Background: an optimization exercise with open tools, aiming at small area, a short achievable clock period and few clock cycles per item. Do not read the settings as production practice. The RTL was checked by simulation tests, not by an equivalence proof against the original design. Power and IR drop assume default switching activity.

## BoothRadix4
module BoothRadix4 #(parameter N = 18)
(
    output wire [2*N-1:0] product,
    output wire           done,
    input wire [N-1:0]    mplier,
    input wire [N-1:0]    mcand,
    input wire            n_reset,
    input wire            start,
    input wire            clk
);
assign done = start & n_reset;
wire [N+1:0] b = {mplier, 1'b0};    
wire [N:0] x = {mcand[N-1], mcand};   
wire [8:0] one, two, neg;
genvar gi;
generate for (gi = 0; gi < 9; gi = gi + 1) begin : enc
    assign one[gi] = b[2*gi+1] ^ b[2*gi];
    assign two[gi] = (b[2*gi+2] & ~b[2*gi+1] & ~b[2*gi]) | (~b[2*gi+2] & b[2*gi+1] & b[2*gi]);
    assign neg[gi] = b[2*gi+2];
end endgenerate
wire [18:0] pp0 = (({19{one[0]}} & x) | ({19{two[0]}} & {x[17:0], 1'b0})) ^ {19{neg[0]}};
wire [18:0] pp1 = (({19{one[1]}} & x) | ({19{two[1]}} & {x[17:0], 1'b0})) ^ {19{neg[1]}};
wire [18:0] pp2 = (({19{one[2]}} & x) | ({19{two[2]}} & {x[17:0], 1'b0})) ^ {19{neg[2]}};
wire [18:0] pp3 = (({19{one[3]}} & x) | ({19{two[3]}} & {x[17:0], 1'b0})) ^ {19{neg[3]}};
wire [18:0] pp4 = (({19{one[4]}} & x) | ({19{two[4]}} & {x[17:0], 1'b0})) ^ {19{neg[4]}};
wire [18:0] pp5 = (({19{one[5]}} & x) | ({19{two[5]}} & {x[17:0], 1'b0})) ^ {19{neg[5]}};
wire [18:0] pp6 = (({19{one[6]}} & x) | ({19{two[6]}} & {x[17:0], 1'b0})) ^ {19{neg[6]}};
wire [18:0] pp7 = (({19{one[7]}} & x) | ({19{two[7]}} & {x[17:0], 1'b0})) ^ {19{neg[7]}};
wire [18:0] pp8 = (({19{one[8]}} & x) | ({19{two[8]}} & {x[17:0], 1'b0})) ^ {19{neg[8]}};
wire h0_s = neg[1] ^ pp0[2];
wire h0_c = neg[1] & pp0[2];
wire h1_s = pp0[3] ^ pp1[1];
wire h1_c = pp0[3] & pp1[1];
wire f0_s = neg[2] ^ pp0[4] ^ pp1[2];
wire f0_c = (neg[2] & pp0[4]) | (neg[2] & pp1[2]) | (pp0[4] & pp1[2]);
wire h2_s = pp2[0] ^ h1_c;
wire h2_c = pp2[0] & h1_c;
wire f1_s = pp0[5] ^ pp1[3] ^ pp2[1];
wire f1_c = (pp0[5] & pp1[3]) | (pp0[5] & pp2[1]) | (pp1[3] & pp2[1]);
wire h3_s = f0_c ^ f1_s;
wire h3_c = f0_c & f1_s;
wire f2_s = neg[3] ^ pp0[6] ^ pp1[4];
wire f2_c = (neg[3] & pp0[6]) | (neg[3] & pp1[4]) | (pp0[6] & pp1[4]);
wire f3_s = pp2[2] ^ pp3[0] ^ f1_c;
wire f3_c = (pp2[2] & pp3[0]) | (pp2[2] & f1_c) | (pp3[0] & f1_c);
wire h4_s = f2_s ^ h3_c;
wire h4_c = f2_s & h3_c;
wire f4_s = pp0[7] ^ pp1[5] ^ pp2[3];
wire f4_c = (pp0[7] & pp1[5]) | (pp0[7] & pp2[3]) | (pp1[5] & pp2[3]);
wire f5_s = pp3[1] ^ f2_c ^ f4_s;
  ...
Settings: LEC_CHECK=0, ABC_AREA=1, CAP_MARGIN=20, CORE_MARGIN=2, CORE_UTILIZATION=40, PLACE_DENSITY=0.6, SETUP_SLACK_MARGIN=0.04, SLEW_MARGIN=20; clock period 3.5 ns.
standard.sh (not shown) runs the stock make flow with config.mk's settings and CLKGATE_MAP_FILE= SYNTH_SCRIPT=/design/flow/synth_recipe.tcl, a recipe that flattens the netlist after the stock synthesis.
==> flow/flow/run.sh <==
#!/bin/bash
# Own layout flow: the ORFS flow through standard.sh, with these changes:
#  - synthesis: synth_recipe.tcl and ORFS's synth.tcl, except that
#    (a) Yosys's synth runs with -noabc (as well as -nofsm -noshare), so its
#        quick ABC pass does not remap the adder logic before extract_fa, and
#    (b) the final ABC mapping runs flow/abc_own.script (plain technology
#        mapping, no ABC buffering or gate sizing; OpenROAD's resizer sizes and
#        buffers the netlist instead).
#    Registers, flattening and renaming are as in the standard synthesis;
#  - port buffers are plain sky130 buffers (buf_2) instead of the cell
#    buffer_ports picks by itself;
#  - flow/dt.tcl (before global routing) keeps the drivers of the register
#    enable net from being downsized by power recovery; flow/undt.tcl lifts that
#    again once global routing is done;
#  - extra ORFS make settings for the layout steps: MATCH_CELL_FOOTPRINT=0 RECOVER_POWER=100
# The full make output goes to standard.log in the work folder; ORFS's per-step
# logs (synthesis included) stay under orfs/logs/.
set -euo pipefail
sed "s#log_cmd abc {\*}\$abc_args#log_cmd abc {*}[lreplace \$abc_args 1 1 $PWD/flow/abc_own.script]#" "$FLOW_HOME/scripts/synth.tcl" > own_synth_core.tcl
grep -q abc_own.script own_synth_core.tcl
sed -e "s#source \$::env(SCRIPTS_DIR)/synth.tcl#source $PWD/own_synth_core.tcl#" -e "1s/-nofsm -noshare /-nofsm -noshare -noabc /" synth_recipe.tcl > own_synth.tcl
grep -q own_synth_core.tcl own_synth.tcl
grep -q -- "-noabc" own_synth.tcl
# Clock tree: no dummy loads (CTS otherwise adds unused buffers only to balance it).
export CTS_ARGS="-sink_clustering_enable -repair_clock_nets -dont_use_dummy_load -sink_clustering_size 40 -sink_clustering_max_diameter 100"
export BUFFER_PORTS_ARGS="-buffer_cell sky130_fd_sc_hd__buf_2"
if ! bash standard.sh SYNTH_SCRIPT=$PWD/own_synth.tcl PRE_GLOBAL_ROUTE_TCL=$PWD/flow/dt.tcl POST_GLOBAL_ROUTE_TCL=$PWD/flow/undt.tcl MATCH_CELL_FOOTPRINT=0 RECOVER_POWER=100 finish > standard.log 2>&1; then
  tail -40 standard.log
  exit 1
fi
tail -5 standard.log
==> flow/flow/dt.tcl <==
# Keep the drivers of the register enable net as repaired so far: power
# recovery must not downsize them (their fanout is every register).
proc enable_drivers {} {
  set cells {}
  foreach pin [get_pins -hierarchical */DE] {
    set net [get_nets -of_objects $pin]
    foreach drv [get_pins -of_objects $net -filter "direction == output"] {
      lappend cells [get_full_name [get_cells -of_objects $drv]]
    }
  }
  return [lsort -unique $cells]
}
set ::dt_cells [enable_drivers]
puts "dont_touch on enable drivers: $::dt_cells"
foreach c $::dt_cells { set_dont_touch [get_cells $c] }
==> flow/flow/undt.tcl <==
# Lift the dont_touch that flow/dt.tcl set, now that power recovery is done,
# so later steps treat those cells like any other (power hookup included).
foreach c $::dt_cells { unset_dont_touch [get_cells $c] }
puts "dont_touch lifted: $::dt_cells"
Other scripts of this flow, unchanged in this note and not shown: flow/flow/abc_own.script
Testbench counts at the start, summed over its fixed seeds: cycles 2,408, items 2,400.
Then changed:
--- a/flow/flow/run.sh
+++ b/flow/flow/run.sh
@@ -11,7 +11,6 @@
 #    buffer_ports picks by itself;
 #  - flow/dt.tcl (before global routing) keeps the drivers of the register
-#    enable net from being downsized by power recovery; flow/undt.tcl lifts that
-#    again once global routing is done;
-#  - extra ORFS make settings for the layout steps: MATCH_CELL_FOOTPRINT=0 RECOVER_POWER=100
+#    enable net from being downsized by power recovery;
+#  - extra ORFS make settings for the layout steps: MATCH_CELL_FOOTPRINT=0 RECOVER_POWER=50 GPL_TIMING_DRIVEN=0
 # The full make output goes to standard.log in the work folder; ORFS's per-step
 # logs (synthesis included) stay under orfs/logs/.
@@ -22,8 +21,6 @@
 grep -q own_synth_core.tcl own_synth.tcl
 grep -q -- "-noabc" own_synth.tcl
-# Clock tree: no dummy loads (CTS otherwise adds unused buffers only to balance it).
-export CTS_ARGS="-sink_clustering_enable -repair_clock_nets -dont_use_dummy_load -sink_clustering_size 40 -sink_clustering_max_diameter 100"
 export BUFFER_PORTS_ARGS="-buffer_cell sky130_fd_sc_hd__buf_2"
-if ! bash standard.sh SYNTH_SCRIPT=$PWD/own_synth.tcl PRE_GLOBAL_ROUTE_TCL=$PWD/flow/dt.tcl POST_GLOBAL_ROUTE_TCL=$PWD/flow/undt.tcl MATCH_CELL_FOOTPRINT=0 RECOVER_POWER=100 finish > standard.log 2>&1; then
+if ! bash standard.sh SYNTH_SCRIPT=$PWD/own_synth.tcl PRE_GLOBAL_ROUTE_TCL=$PWD/flow/dt.tcl MATCH_CELL_FOOTPRINT=0 RECOVER_POWER=50 GPL_TIMING_DRIVEN=0 finish > standard.log 2>&1; then
   tail -40 standard.log
   exit 1
==> flow/flow/dt.tcl (replaced) <==
# Keep the drivers of the register enable net as repaired so far: power
# recovery must not downsize them (their fanout is every register).
set dt_cells {}
foreach pin [get_pins -hierarchical */DE] {
  set net [get_nets -of_objects $pin]
  foreach drv [get_pins -of_objects $net -filter "direction == output"] {
    lappend dt_cells [get_full_name [get_cells -of_objects $drv]]
  }
}
set dt_cells [lsort -unique $dt_cells]
puts "dont_touch on enable drivers: $dt_cells"
foreach c $dt_cells { set_dont_touch [get_cells $c] }
removed: flow/flow/undt.tcl
=> The new run finished with setup timing left. Fmax shrinks by 2.9%. Worst setup slack degrades by 0.10 ns. Final area went up by 0.84%. Non-clock buffer count decreases by 49. Routed wire length rises by 0.83%.
Then changed:
--- a/flow/flow/run.sh
+++ b/flow/flow/run.sh
@@ -11,6 +11,7 @@
 #    buffer_ports picks by itself;
 #  - flow/dt.tcl (before global routing) keeps the drivers of the register
-#    enable net from being downsized by power recovery;
-#  - extra ORFS make settings for the layout steps: MATCH_CELL_FOOTPRINT=0 RECOVER_POWER=50 GPL_TIMING_DRIVEN=0
+#    enable net from being downsized by power recovery; flow/undt.tcl lifts that
+#    again once global routing is done;
+#  - extra ORFS make settings for the layout steps: MATCH_CELL_FOOTPRINT=0 RECOVER_POWER=100
 # The full make output goes to standard.log in the work folder; ORFS's per-step
 # logs (synthesis included) stay under orfs/logs/.
@@ -21,6 +22,8 @@
 grep -q own_synth_core.tcl own_synth.tcl
 grep -q -- "-noabc" own_synth.tcl
+# Clock tree: no dummy loads (CTS otherwise adds unused buffers only to balance it).
+export CTS_ARGS="-sink_clustering_enable -repair_clock_nets -dont_use_dummy_load"
 export BUFFER_PORTS_ARGS="-buffer_cell sky130_fd_sc_hd__buf_2"
-if ! bash standard.sh SYNTH_SCRIPT=$PWD/own_synth.tcl PRE_GLOBAL_ROUTE_TCL=$PWD/flow/dt.tcl MATCH_CELL_FOOTPRINT=0 RECOVER_POWER=50 GPL_TIMING_DRIVEN=0 finish > standard.log 2>&1; then
+if ! bash standard.sh SYNTH_SCRIPT=$PWD/own_synth.tcl PRE_GLOBAL_ROUTE_TCL=$PWD/flow/dt.tcl POST_GLOBAL_ROUTE_TCL=$PWD/flow/undt.tcl MATCH_CELL_FOOTPRINT=0 RECOVER_POWER=100 finish > standard.log 2>&1; then
   tail -40 standard.log
   exit 1
==> flow/flow/dt.tcl (replaced) <==
# Keep the drivers of the register enable net as repaired so far: power
# recovery must not downsize them (their fanout is every register).
proc enable_drivers {} {
  set cells {}
  foreach pin [get_pins -hierarchical */DE] {
    set net [get_nets -of_objects $pin]
    foreach drv [get_pins -of_objects $net -filter "direction == output"] {
      lappend cells [get_full_name [get_cells -of_objects $drv]]
    }
  }
  return [lsort -unique $cells]
}
set ::dt_cells [enable_drivers]
puts "dont_touch on enable drivers: $::dt_cells"
foreach c $::dt_cells { set_dont_touch [get_cells $c] }
==> flow/flow/undt.tcl (new file) <==
# Lift the dont_touch that flow/dt.tcl set, now that power recovery is done,
# so later steps treat those cells like any other (power hookup included).
foreach c $::dt_cells { unset_dont_touch [get_cells $c] }
puts "dont_touch lifted: $::dt_cells"
This time the run finished clean; via count went down by 1.1%; routed wire length drops by about 0.8%; core utilization is lower by 0.43 points; synthesized cell count is unchanged; design area decreases by 0.83%; critical path depth is unchanged; combinational power decreases by about 2.7%.
Then changed:
CAP_MARGIN = 0   (was 20)
SLEW_MARGIN = 0   (was 20)
=>
- worst setup slack stays the same
- first-iteration DRC count is unchanged
- fmax does not change
- die area stays the same
- total power stays the same
- clock-buffer cell count does not change
- wire length does not change
- global-route usage stays the same
- final cell count does not change
Then changed:
CAP_MARGIN = 10   (was 0)
SLEW_MARGIN = 10   (was 0)
Result: Synthesized cell count is unchanged. Utilization stays the same. Area after synthesis is unchanged. Sequential share of layout area does not change. Power is unchanged. Maximum frequency does not change. Via count stays the same. Worst setup slack does not change. Hold slack does not change. Combinational power is about the same.

afterwards: timing with drivers on the ports:
In the flow no input, the clock included, has a driving cell. The finished layouts below were timed again as built, in two steps. Step 1: set_driving_cell puts a clkbuf_16 on clk and a buf_2 on each other input, an assumption about the parent block. Step 2 adds t to the input delays and takes it off the output delays; t is the mean of the earliest and latest rising clock arrival at the registers after step 1. Input paths then give back, and output paths get back, about the clock's delay inside the block. Slacks: ideal / step 1 / step 2; pairs: ideal / step 1.
run	t, ns	setup WS [ns]	worst setup path after step 2	worst register clock-pin slew, ns	worst slew at a driven data input, ns
the first run	0.387	0.045 / 0.051 / -0.336	input to register	0.07 / 0.07	0.06
the second run	0.397	-0.058 / -0.157 / -0.554	input to register	0.07 / 0.07	0.15
the third run	0.387	0.045 / 0.051 / -0.336	input to register	0.07 / 0.07	0.06
the fourth run	0.387	0.045 / 0.051 / -0.336	input to register	0.07 / 0.07	0.06
the fifth run	0.387	0.045 / 0.051 / -0.336	input to register	0.07 / 0.07	0.06
With both steps, setup timing fails in the first run, the third run, the fourth run and the fifth run, where it was met with ideal ports. The setup slack of the second run, which loses most, moves by -0.099 ns with the drivers and by -0.496 ns with both steps.
